Source: an optimization exercise on an open RTL-to-GDS flow (aim: small area). Production flows keep margins and buffers that such runs may drop.
Where RTL was checked, it was by simulation tests only, not by an equivalence proof against the original.

==> build 28 <==
// AHBPERIPH
module AHBPERIPH(
  input  wire        HCLK,
  input  wire        HRESETn,
  input  wire [31:0] HADDR,
  input  wire [1:0]  HTRANS,
  input  wire        HWRITE,
  input  wire [31:0] HWDATA,
  output wire [31:0] HRDATA,
  output wire        HREADY,
  input  wire        RsRx,
  output wire        RsTx,
  input  wire        capture_event,
  output wire        PWM_OUT,
  input  wire [15:0] GPIOIN,
  output wire [15:0] GPIOOUT,
  output wire [6:0]  seg,
  output wire        dp,
  output wire [3:0]  an,
  output wire        uart_irq,
  output wire        timer_irq,
  output wire        gpio_irq
);
Settings: LEC_CHECK=0, CAP_MARGIN=20, CORE_MARGIN=2, CORE_UTILIZATION=65, PLACE_DENSITY=0.8, SLEW_MARGIN=20; clock period 10.0 ns.
standard.sh (not shown) runs the stock make flow with config.mk's settings and CLKGATE_MAP_FILE= SYNTH_SCRIPT=/design/flow/synth_recipe.tcl, a recipe that flattens the netlist after the stock synthesis.
==> flow/flow/run.sh <==
#!/bin/bash
set -euo pipefail
W=$PWD
# Synthesis script: synth_recipe.tcl with abc's -script argument replaced.
{
  echo "proc abc {args} {"
  echo "  set i [lsearch -exact \$args -script]"
  echo "  if {\$i >= 0} { lset args [expr {\$i + 1}] $W/flow/area.abc }"
  echo "  yosys abc {*}\$args"
  echo "}"
  cat synth_recipe.tcl
} > my_synth.tcl
sed "s|SYNTH_SCRIPT=[^ ]*|SYNTH_SCRIPT=$W/my_synth.tcl|" standard.sh > my_standard.sh
grep -q "SYNTH_SCRIPT=$W/my_synth.tcl" my_standard.sh
export BUFFER_PORTS_ARGS="-buffer_cell sky130_fd_sc_hd__buf_1"
export CTS_ARGS="-sink_clustering_enable -repair_clock_nets -dont_use_dummy_load -buf_list sky130_fd_sc_hd__clkbuf_4 -root_buf sky130_fd_sc_hd__clkbuf_16 -sink_clustering_size 9 -sink_clustering_max_diameter 40"
bash my_standard.sh > standard.log 2>&1
==> flow/flow/area.abc <==
strash
dc2
&get -n
&deepsyn -T 30
&put
dc2
dch -f
amap -m -F 4 -A 8
==> build 93: changes against build 28 <==
--- a/flow/design.v
+++ b/flow/design.v
@@ -53,80 +53,79 @@
 module AHBPERIPH(
   input  wire        HCLK,
   input  wire        HRESETn,
   input  wire [31:0] HADDR,
   input  wire [1:0]  HTRANS,
   input  wire        HWRITE,
   input  wire [31:0] HWDATA,
-  output wire [31:0] HRDATA,
+  output reg  [31:0] HRDATA,
   output wire        HREADY,
   input  wire        RsRx,
   output wire        RsTx,
   input  wire        capture_event,
   output wire        PWM_OUT,
   input  wire [15:0] GPIOIN,
   output wire [15:0] GPIOOUT,
   output wire [6:0]  seg,
   output wire        dp,
   output wire [3:0]  an,
   output wire        uart_irq,
   output wire        timer_irq,
   output wire        gpio_irq
 );
-  localparam [2:0] S_Z  = 3'b001;   
-  localparam [2:0] S_N  = 3'b011;   
-  localparam [2:0] S_UU = 3'b000;   
-  localparam [2:0] S_GU = 3'b010;   
-  localparam [2:0] S_U  = 3'b100;
-  localparam [2:0] S_T  = 3'b101;
-  localparam [2:0] S_G  = 3'b110;
-  localparam [2:0] S_S  = 3'b111;
-  wire h_aligned = (HADDR[7:5] == 3'b000) & (HADDR[1:0] == 2'b00);
+  localparam [2:0] S_Z = 3'b000;    
+  localparam [2:0] S_N = 3'b001;    
+  localparam [2:0] S_U = 3'b100;
+  localparam [2:0] S_T = 3'b101;
+  localparam [2:0] S_G = 3'b110;
+  localparam [2:0] S_S = 3'b111;
   reg [2:0] slot_n;
   always @* begin
     case (HADDR[31:24])
-      8'h51: slot_n = h_aligned ? S_U : S_UU;
-      8'h52: slot_n = h_aligned ? S_T : S_Z;
-      8'h53: slot_n = h_aligned ? S_G : S_GU;
-      8'h54: slot_n = h_aligned ? S_S : S_Z;
       8'h00, 8'h50, 8'h55, 8'h56, 8'h57, 8'h58: slot_n = S_Z;
+      8'h51: slot_n = S_U;
+      8'h52: slot_n = S_T;
+      8'h53: slot_n = S_G;
+      8'h54: slot_n = S_S;
       default: slot_n = S_N;
     endcase
   end
   reg [2:0] a_slot;
-  reg [2:0] a_idx;      
+  reg [7:0] a_addr;
   reg       a_wr;
   reg       a_tr;
   always @(posedge HCLK)
     if (HREADY) begin
       a_slot <= slot_n;
-      a_idx  <= HADDR[4:2];
+      a_addr <= HADDR[7:0];
       a_wr   <= HWRITE;
       a_tr   <= HTRANS[1];
     end
   reg rflag;
   always @(posedge HCLK or negedge HRESETn)
     if (!HRESETn) rflag <= 1'b1;
     else          rflag <= 1'b0;
   wire [2:0] d_slot = rflag ? S_Z : a_slot;
-  wire ra0 = (a_idx == 3'd0);
-  wire ra1 = (a_idx == 3'd1);
-  wire ra2 = (a_idx == 3'd2);
-  wire ra3 = (a_idx == 3'd3);
-  wire ra4 = (a_idx == 3'd4);
-  wire ra5 = (a_idx == 3'd5);
+  wire a_aligned = (a_addr[7:5] == 3'b000) & (a_addr[1:0] == 2'b00);
+  wire [2:0] a_idx = a_addr[4:2];
+  wire ra0 = a_aligned & (a_idx == 3'd0);
+  wire ra1 = a_aligned & (a_idx == 3'd1);
+  wire ra2 = a_aligned & (a_idx == 3'd2);
+  wire ra3 = a_aligned & (a_idx == 3'd3);
+  wire ra4 = a_aligned & (a_idx == 3'd4);
+  wire ra5 = a_aligned & (a_idx == 3'd5);
   wire acc_w = a_tr & a_wr;
   wire sel_u = a_tr & (a_slot == S_U);
   wire wr_t  = acc_w & (a_slot == S_T);
   wire wr_g  = acc_w & (a_slot == S_G);
   wire wr_s  = acc_w & (a_slot == S_S);
   wire tx_full, tx_empty, rx_full, rx_empty;
   wire [3:0] tx_rptr, rx_rptr;
   wire [127:0] tx_mem, rx_mem;
-  assign HREADY = ~((d_slot[1:0] == 2'b00) & tx_full);
+  assign HREADY = ~((d_slot == S_U) & tx_full);
   wire uart_wr = sel_u &  a_wr & ra0;
   wire uart_rd = sel_u & ~a_wr & ra0;
   wire baud_wr = sel_u &  a_wr & ra1 & ~tx_full;
   wire par_wr  = sel_u &  a_wr & ra2;
   reg [15:0] BAUD_r;
   reg        baud_v;
   reg [7:0]  PARR;
@@ -307,16 +306,15 @@
   reg [17:0] scan;
   always @(posedge HCLK or negedge HRESETn)
     if (!HRESETn) scan <= 18'h08000;
     else          scan <= scan + 1'b1;
   wire clk16 = &scan[3:0];
   wire [1:0] ring = scan[17:16];
   reg  [4:0]  control;
-  reg  [31:0] load, cmp_val, nvalue, cap_val;
-  wire [31:0] value = ~nvalue;    
+  reg  [31:0] load, cmp_val, value, cap_val;
   reg         load_v, cmp_v, cap_v;
   reg         clear, t_state, t_out, t_irq;
   always @(posedge HCLK or negedge HRESETn)
     if (!HRESETn) begin
       control <= 5'd0;
       clear   <= 1'b0;
       load_v  <= 1'b0;
@@ -345,15 +343,15 @@
   wire reload = ~t_state | (m_per & v_zero) | (m_cmp & v_eq) |
                 (m_pwm & ~v_eq & v_zero);
   wire irq_set = ((m_free | m_per) & v_zero) | (m_cmp & v_eq) |
                  (m_pwm & (v_eq | v_zero)) | (m_cap & capture_event);
   wire cap_now = run & m_cap & capture_event;
   always @(posedge HCLK)
     if (t_tick)
-      nvalue <= reload ? ~(load_v ? load : 32'd0) : nvalue + 1'b1;
+      value <= reload ? (load_v ? load : 32'd0) : value - 1'b1;
   always @(posedge HCLK)
     if (cap_now) cap_val <= value;
   always @(posedge HCLK or negedge HRESETn)
     if (!HRESETn) begin
       t_state <= 1'b0;
       t_out   <= 1'b1;
       cap_v   <= 1'b0;
@@ -373,39 +371,35 @@
   assign timer_irq = t_irq;
   reg [15:0] g_out, g_dir, g_mask, g_in, g_prev;
   reg        g_mask_v;
   reg        g_irq;
   wire [15:0] g_wmask = g_mask & g_dir & {16{g_mask_v}};
   always @(posedge HCLK or negedge HRESETn)
     if (!HRESETn) begin
+      g_out    <= 16'd0;
       g_dir    <= 16'd0;
       g_mask_v <= 1'b0;
     end else if (wr_g) begin
-      if (ra2) g_mask_v <= 1'b1;
-      if (ra1) g_dir  <= HWDATA[15:0];
+      if (a_addr == 8'h08) g_mask_v <= 1'b1;
+      if (a_addr == 8'h04) g_dir  <= HWDATA[15:0];
+      if (a_addr == 8'h00)
+        g_out <= (g_out & ~g_wmask) | (HWDATA[15:0] & g_wmask);
     end
-  genvar gi;
-  generate for (gi = 0; gi < 16; gi = gi + 1) begin : gpio_out
-    always @(posedge HCLK or negedge HRESETn)
-      if (!HRESETn)
-        g_out[gi] <= 1'b0;
-      else if (wr_g & ra0 & g_wmask[gi])
-        g_out[gi] <= HWDATA[gi];
-  end endgenerate
   always @(posedge HCLK)
-    if (wr_g & ra2) g_mask <= HWDATA[15:0];
+    if (wr_g & (a_addr == 8'h08)) g_mask <= HWDATA[15:0];
   always @(posedge HCLK)
     g_in <= (g_dir & g_out) | (~g_dir & GPIOIN);
-  always @(posedge HCLK)
-    g_prev <= GPIOIN;
   always @(posedge HCLK or negedge HRESETn)
-    if (!HRESETn)
-      g_irq <= 1'b0;
-    else
-      g_irq <= rflag ? |GPIOIN : |((GPIOIN ^ g_prev) & ~g_dir);
+    if (!HRESETn) begin
+      g_prev <= 16'd0;
+      g_irq  <= 1'b0;
+    end else begin
+      g_prev <= GPIOIN;
+      g_irq  <= |((GPIOIN ^ g_prev) & ~g_dir);
+    end
   assign GPIOOUT  = g_out;
   assign gpio_irq = g_irq;
   reg [7:0] DIG1, DIG2, DIG3, DIG4;
   reg       DISP;
   always @(posedge HCLK or negedge HRESETn)
     if (!HRESETn) begin
       DIG1 <= 8'h05;
@@ -416,18 +410,24 @@
     end else if (wr_s) begin
       if (ra0) DIG1 <= HWDATA[7:0];
       if (ra1) DIG2 <= HWDATA[7:0];
       if (ra2) DIG3 <= HWDATA[7:0];
       if (ra3) DIG4 <= HWDATA[7:0];
       if (ra4) DISP <= HWDATA[0];
     end
-  wire [3:0] ring_oh = 4'b0001 << ring;
-  wire [7:0] code = ({8{ring_oh[0]}} & DIG1) | ({8{ring_oh[1]}} & DIG2) |
-                    ({8{ring_oh[2]}} & DIG3) | ({8{ring_oh[3]}} & DIG4);
-  assign an = ~ring_oh;
+  reg [7:0] code;
+  always @* begin
+    case (ring)
+      2'd0: code = DIG1;
+      2'd1: code = DIG2;
+      2'd2: code = DIG3;
+      default: code = DIG4;
+    endcase
+  end
+  assign an = ~(4'b0001 << ring);
   assign dp = ~code[7];
   reg [6:0] seg_on;    
   always @* begin
     seg_on = 7'b0000000;
     if (code[6:4] == 3'b000) begin
       case (code[3:0])
         4'h0: seg_on = 7'b0111111;
@@ -446,33 +446,36 @@
         4'hd: seg_on = DISP ? 7'b0 : 7'b1011110;
         4'he: seg_on = DISP ? 7'b0 : 7'b1111001;
         default: seg_on = DISP ? 7'b0 : 7'b1110001;
       endcase
     end
   end
   assign seg = ~seg_on;
-  wire dU = (d_slot == S_U);
-  wire dT = (d_slot == S_T);
-  wire dS = (d_slot == S_S);
-  wire dG = (d_slot[1:0] == 2'b10);
-  wire dN = (d_slot == S_N);
-  wire sU0 = dU & ra0, sU1 = dU & ra1, sU2 = dU & ra2, sU3 = dU & ra3;
-  wire sT0 = dT & ra0 & load_v, sT1 = dT & ra1 & t_state, sT2 = dT & ra2;
-  wire sT4 = dT & ra4 & cmp_v, sT5 = dT & ra5 & cap_v;
-  wire sS0 = dS & ra0, sS1 = dS & ra1, sS2 = dS & ra2, sS3 = dS & ra3;
-  wire sS4 = dS & ra4;
-  assign HRDATA = ({32{sU0}} & {24'd0, rx_head}) |
-                  ({32{sU1}} & {16'd0, BAUD}) |
-                  ({32{sU2}} & {24'd0, PARR}) |
-                  ({32{sU3}} & {29'd0, tx_full, rx_empty, rx_perr}) |
-                  ({32{sT0}} & load) |
-                  ({32{sT1}} & value) |
-                  ({32{sT2}} & {27'd0, control}) |
-                  ({32{sT4}} & cmp_val) |
-                  ({32{sT5}} & cap_val) |
-                  ({32{sS0}} & {24'd0, DIG1}) |
-                  ({32{sS1}} & {24'd0, DIG2}) |
-                  ({32{sS2}} & {24'd0, DIG3}) |
-                  ({32{sS3}} & {24'd0, DIG4}) |
-                  ({32{sS4}} & {31'd0, DISP}) |
-                  ({32{dG}} & {16'd0, g_in}) | ({32{dN}} & 32'hDEADBEEF);
+  always @* begin
+    HRDATA = 32'd0;
+    case (d_slot)
+      S_N: HRDATA = 32'hDEADBEEF;
+      S_U: begin
+        if (ra0) HRDATA[7:0]  = rx_head;
+        if (ra1) HRDATA[15:0] = BAUD;
+        if (ra2) HRDATA[7:0]  = PARR;
+        if (ra3) HRDATA[2:0]  = {tx_full, rx_empty, rx_perr};
+      end
+      S_T: begin
+        if (ra0 & load_v)  HRDATA = load;
+        if (ra1 & t_state) HRDATA = value;
+        if (ra2) HRDATA[4:0] = control;
+        if (ra4 & cmp_v)   HRDATA = cmp_val;
+        if (ra5 & cap_v)   HRDATA = cap_val;
+      end
+      S_G: HRDATA[15:0] = g_in;
+      S_S: begin
+        if (ra0) HRDATA[7:0] = DIG1;
+        if (ra1) HRDATA[7:0] = DIG2;
+        if (ra2) HRDATA[7:0] = DIG3;
+        if (ra3) HRDATA[7:0] = DIG4;
+        if (ra4) HRDATA[0]   = DISP;
+      end
+      default: ;
+    endcase
+  end
 endmodule
==> flow/flow/run.sh (replaced) <==
#!/bin/bash
set -euo pipefail
W=$PWD
# Synthesis script: synth_recipe.tcl with abc's -script argument replaced.
{
  echo "proc abc {args} {"
  echo "  set i [lsearch -exact \$args -script]"
  echo "  if {\$i >= 0} { lset args [expr {\$i + 1}] $W/flow/area.abc }"
  echo "  yosys abc {*}\$args"
  echo "}"
  cat synth_recipe.tcl
} > my_synth.tcl
sed "s|SYNTH_SCRIPT=[^ ]*|SYNTH_SCRIPT=$W/my_synth.tcl|" standard.sh > my_standard.sh
grep -q "SYNTH_SCRIPT=$W/my_synth.tcl" my_standard.sh
export BUFFER_PORTS_ARGS="-buffer_cell sky130_fd_sc_hd__buf_1"
export CTS_ARGS="-sink_clustering_enable -repair_clock_nets -dont_use_dummy_load -buf_list sky130_fd_sc_hd__clkbuf_8 -sink_clustering_size 14 -sink_clustering_max_diameter 50"
bash my_standard.sh > standard.log 2>&1
==> flow/flow/area.abc (replaced) <==
strash
dc2
dch -f
amap -m -F 4 -A 8
==> flow/config.mk (replaced) <==
export PLATFORM = sky130hd
export DESIGN_NAME = AHBPERIPH
export DESIGN_NICKNAME = AHBPERIPH
export VERILOG_FILES = /design/flow/design.v
export SDC_FILE = /design/flow/constraint.sdc
export NUM_CORES = 4
export LEC_CHECK = 0
export CAP_MARGIN = 20
export CORE_MARGIN = 2
export CORE_UTILIZATION = 40
export PLACE_DENSITY = 0.6
export SLEW_MARGIN = 20
==> trial 23: changes against build 28 <==
--- a/flow/design.v
+++ b/flow/design.v
@@ -391,21 +391,22 @@
       else if (wr_g & ra0 & g_wmask[gi])
         g_out[gi] <= HWDATA[gi];
   end endgenerate
   always @(posedge HCLK)
     if (wr_g & ra2) g_mask <= HWDATA[15:0];
   always @(posedge HCLK)
     g_in <= (g_dir & g_out) | (~g_dir & GPIOIN);
-  always @(posedge HCLK)
-    g_prev <= GPIOIN;
   always @(posedge HCLK or negedge HRESETn)
-    if (!HRESETn)
-      g_irq <= 1'b0;
-    else
-      g_irq <= rflag ? |GPIOIN : |((GPIOIN ^ g_prev) & ~g_dir);
+    if (!HRESETn) begin
+      g_prev <= 16'd0;
+      g_irq  <= 1'b0;
+    end else begin
+      g_prev <= GPIOIN;
+      g_irq  <= |((GPIOIN ^ g_prev) & ~g_dir);
+    end
   assign GPIOOUT  = g_out;
   assign gpio_irq = g_irq;
   reg [7:0] DIG1, DIG2, DIG3, DIG4;
   reg       DISP;
   always @(posedge HCLK or negedge HRESETn)
     if (!HRESETn) begin
       DIG1 <= 8'h05;
==> flow/flow/run.sh (replaced) <==
#!/bin/bash
set -euo pipefail
W=$PWD
# Synthesis script: synth_recipe.tcl with abc's -script argument replaced.
{
  echo "proc abc {args} {"
  echo "  set i [lsearch -exact \$args -script]"
  echo "  if {\$i >= 0} { lset args [expr {\$i + 1}] $W/flow/area.abc }"
  echo "  yosys abc {*}\$args"
  echo "}"
  cat synth_recipe.tcl
} > my_synth.tcl
sed "s|SYNTH_SCRIPT=[^ ]*|SYNTH_SCRIPT=$W/my_synth.tcl|" standard.sh > my_standard.sh
grep -q "SYNTH_SCRIPT=$W/my_synth.tcl" my_standard.sh
export BUFFER_PORTS_ARGS="-buffer_cell sky130_fd_sc_hd__buf_1"
export CTS_ARGS="-sink_clustering_enable -repair_clock_nets -dont_use_dummy_load -buf_list sky130_fd_sc_hd__clkbuf_4 -root_buf sky130_fd_sc_hd__clkbuf_16 -sink_clustering_size 8 -sink_clustering_max_diameter 40"
bash my_standard.sh > standard.log 2>&1
==> flow/config.mk (replaced) <==
export PLATFORM = sky130hd
export DESIGN_NAME = AHBPERIPH
export DESIGN_NICKNAME = AHBPERIPH
export VERILOG_FILES = /design/flow/design.v
export SDC_FILE = /design/flow/constraint.sdc
export NUM_CORES = 4
export LEC_CHECK = 0
export CAP_MARGIN = 20
export CORE_MARGIN = 2
export CORE_UTILIZATION = 40
export GPL_TIMING_DRIVEN = 0
export PLACE_DENSITY = 0.6
export SLEW_MARGIN = 20
==> impl_metrics.yaml <==
synth:
  synthAdderAreaFrac_pct: 1.20
  synth-compound-area-share_pct: 17.1
floorplan:
  core_area_mm2: 0.0645
  rows: 93
global_routing:
  grt_max_degree: 50
finish:
  nFlopsAndLatches: 628
  final_util_pct: 45.0
run_status:
  status: "finished clean"
route:
  wl_per_cell_um: 23.5
# the run above: trial 23

==> impl_metrics.yaml <==
synth:
  synth-compound-area-share_pct: 17.0
  synthAdderAreaFrac_pct: 1.20
finish:
  nFlopsAndLatches: 628
  final_util_pct: 71.7
global_routing:
  grt_max_degree: 76
floorplan:
  rows: 73
  core_area_mm2: 0.0396
run_status:
  status: "finished clean"
# the run above: build 28

==> impl_metrics.yaml <==
run_status:
  status: "finished clean"
floorplan:
  core_area_mm2: 0.0670
  rows: 95
finish:
  nFlopsAndLatches: 633
  final_util_pct: 44.8
route:
  routed_wl_mm: 77.5
global_routing:
  grt_max_degree: 165
synth:
  synthAdderAreaFrac_pct: 1.20
  synth-compound-area-share_pct: 19.4
  yosysWarnings: 2
placed_design:
  dp.cells: 3322
critical_path:
  critPathMaxFanout: 18
# the run above: build 93

For build 93, only the layout was checked, not whether the RTL still works.

[what the ideal ports hide]
The flow's constraints put no driver on any port. The routed layouts listed below were extracted and timed again, unchanged, in two steps.
Step 1, drivers: a clkbuf_16 drives HCLK and a buf_2 each remaining input, both assumed.
Step 2 moves the port delays by t, midway between the first and last clock arrival at a register: inputs arrive t later, outputs are due t later. That takes back most of the time a late clock gives input paths.
Slacks: no drivers / after step 1 / after step 2; pairs: no drivers / after step 1.
| run | t (ns) | slack for setup (ns) | worst data-port slew with drivers (ns) |
|---|---|---|---|
| build 28 | 0.613 | 0.960 / 0.960 / 0.960 | 0.06 |
| build 93 | 0.710 | 2.348 / 2.294 / 3.003 | 0.07 |
| trial 23 | 0.625 | 2.355 / 2.307 / 2.355 | 0.12 |
After both steps setup and hold are still met in every run listed.
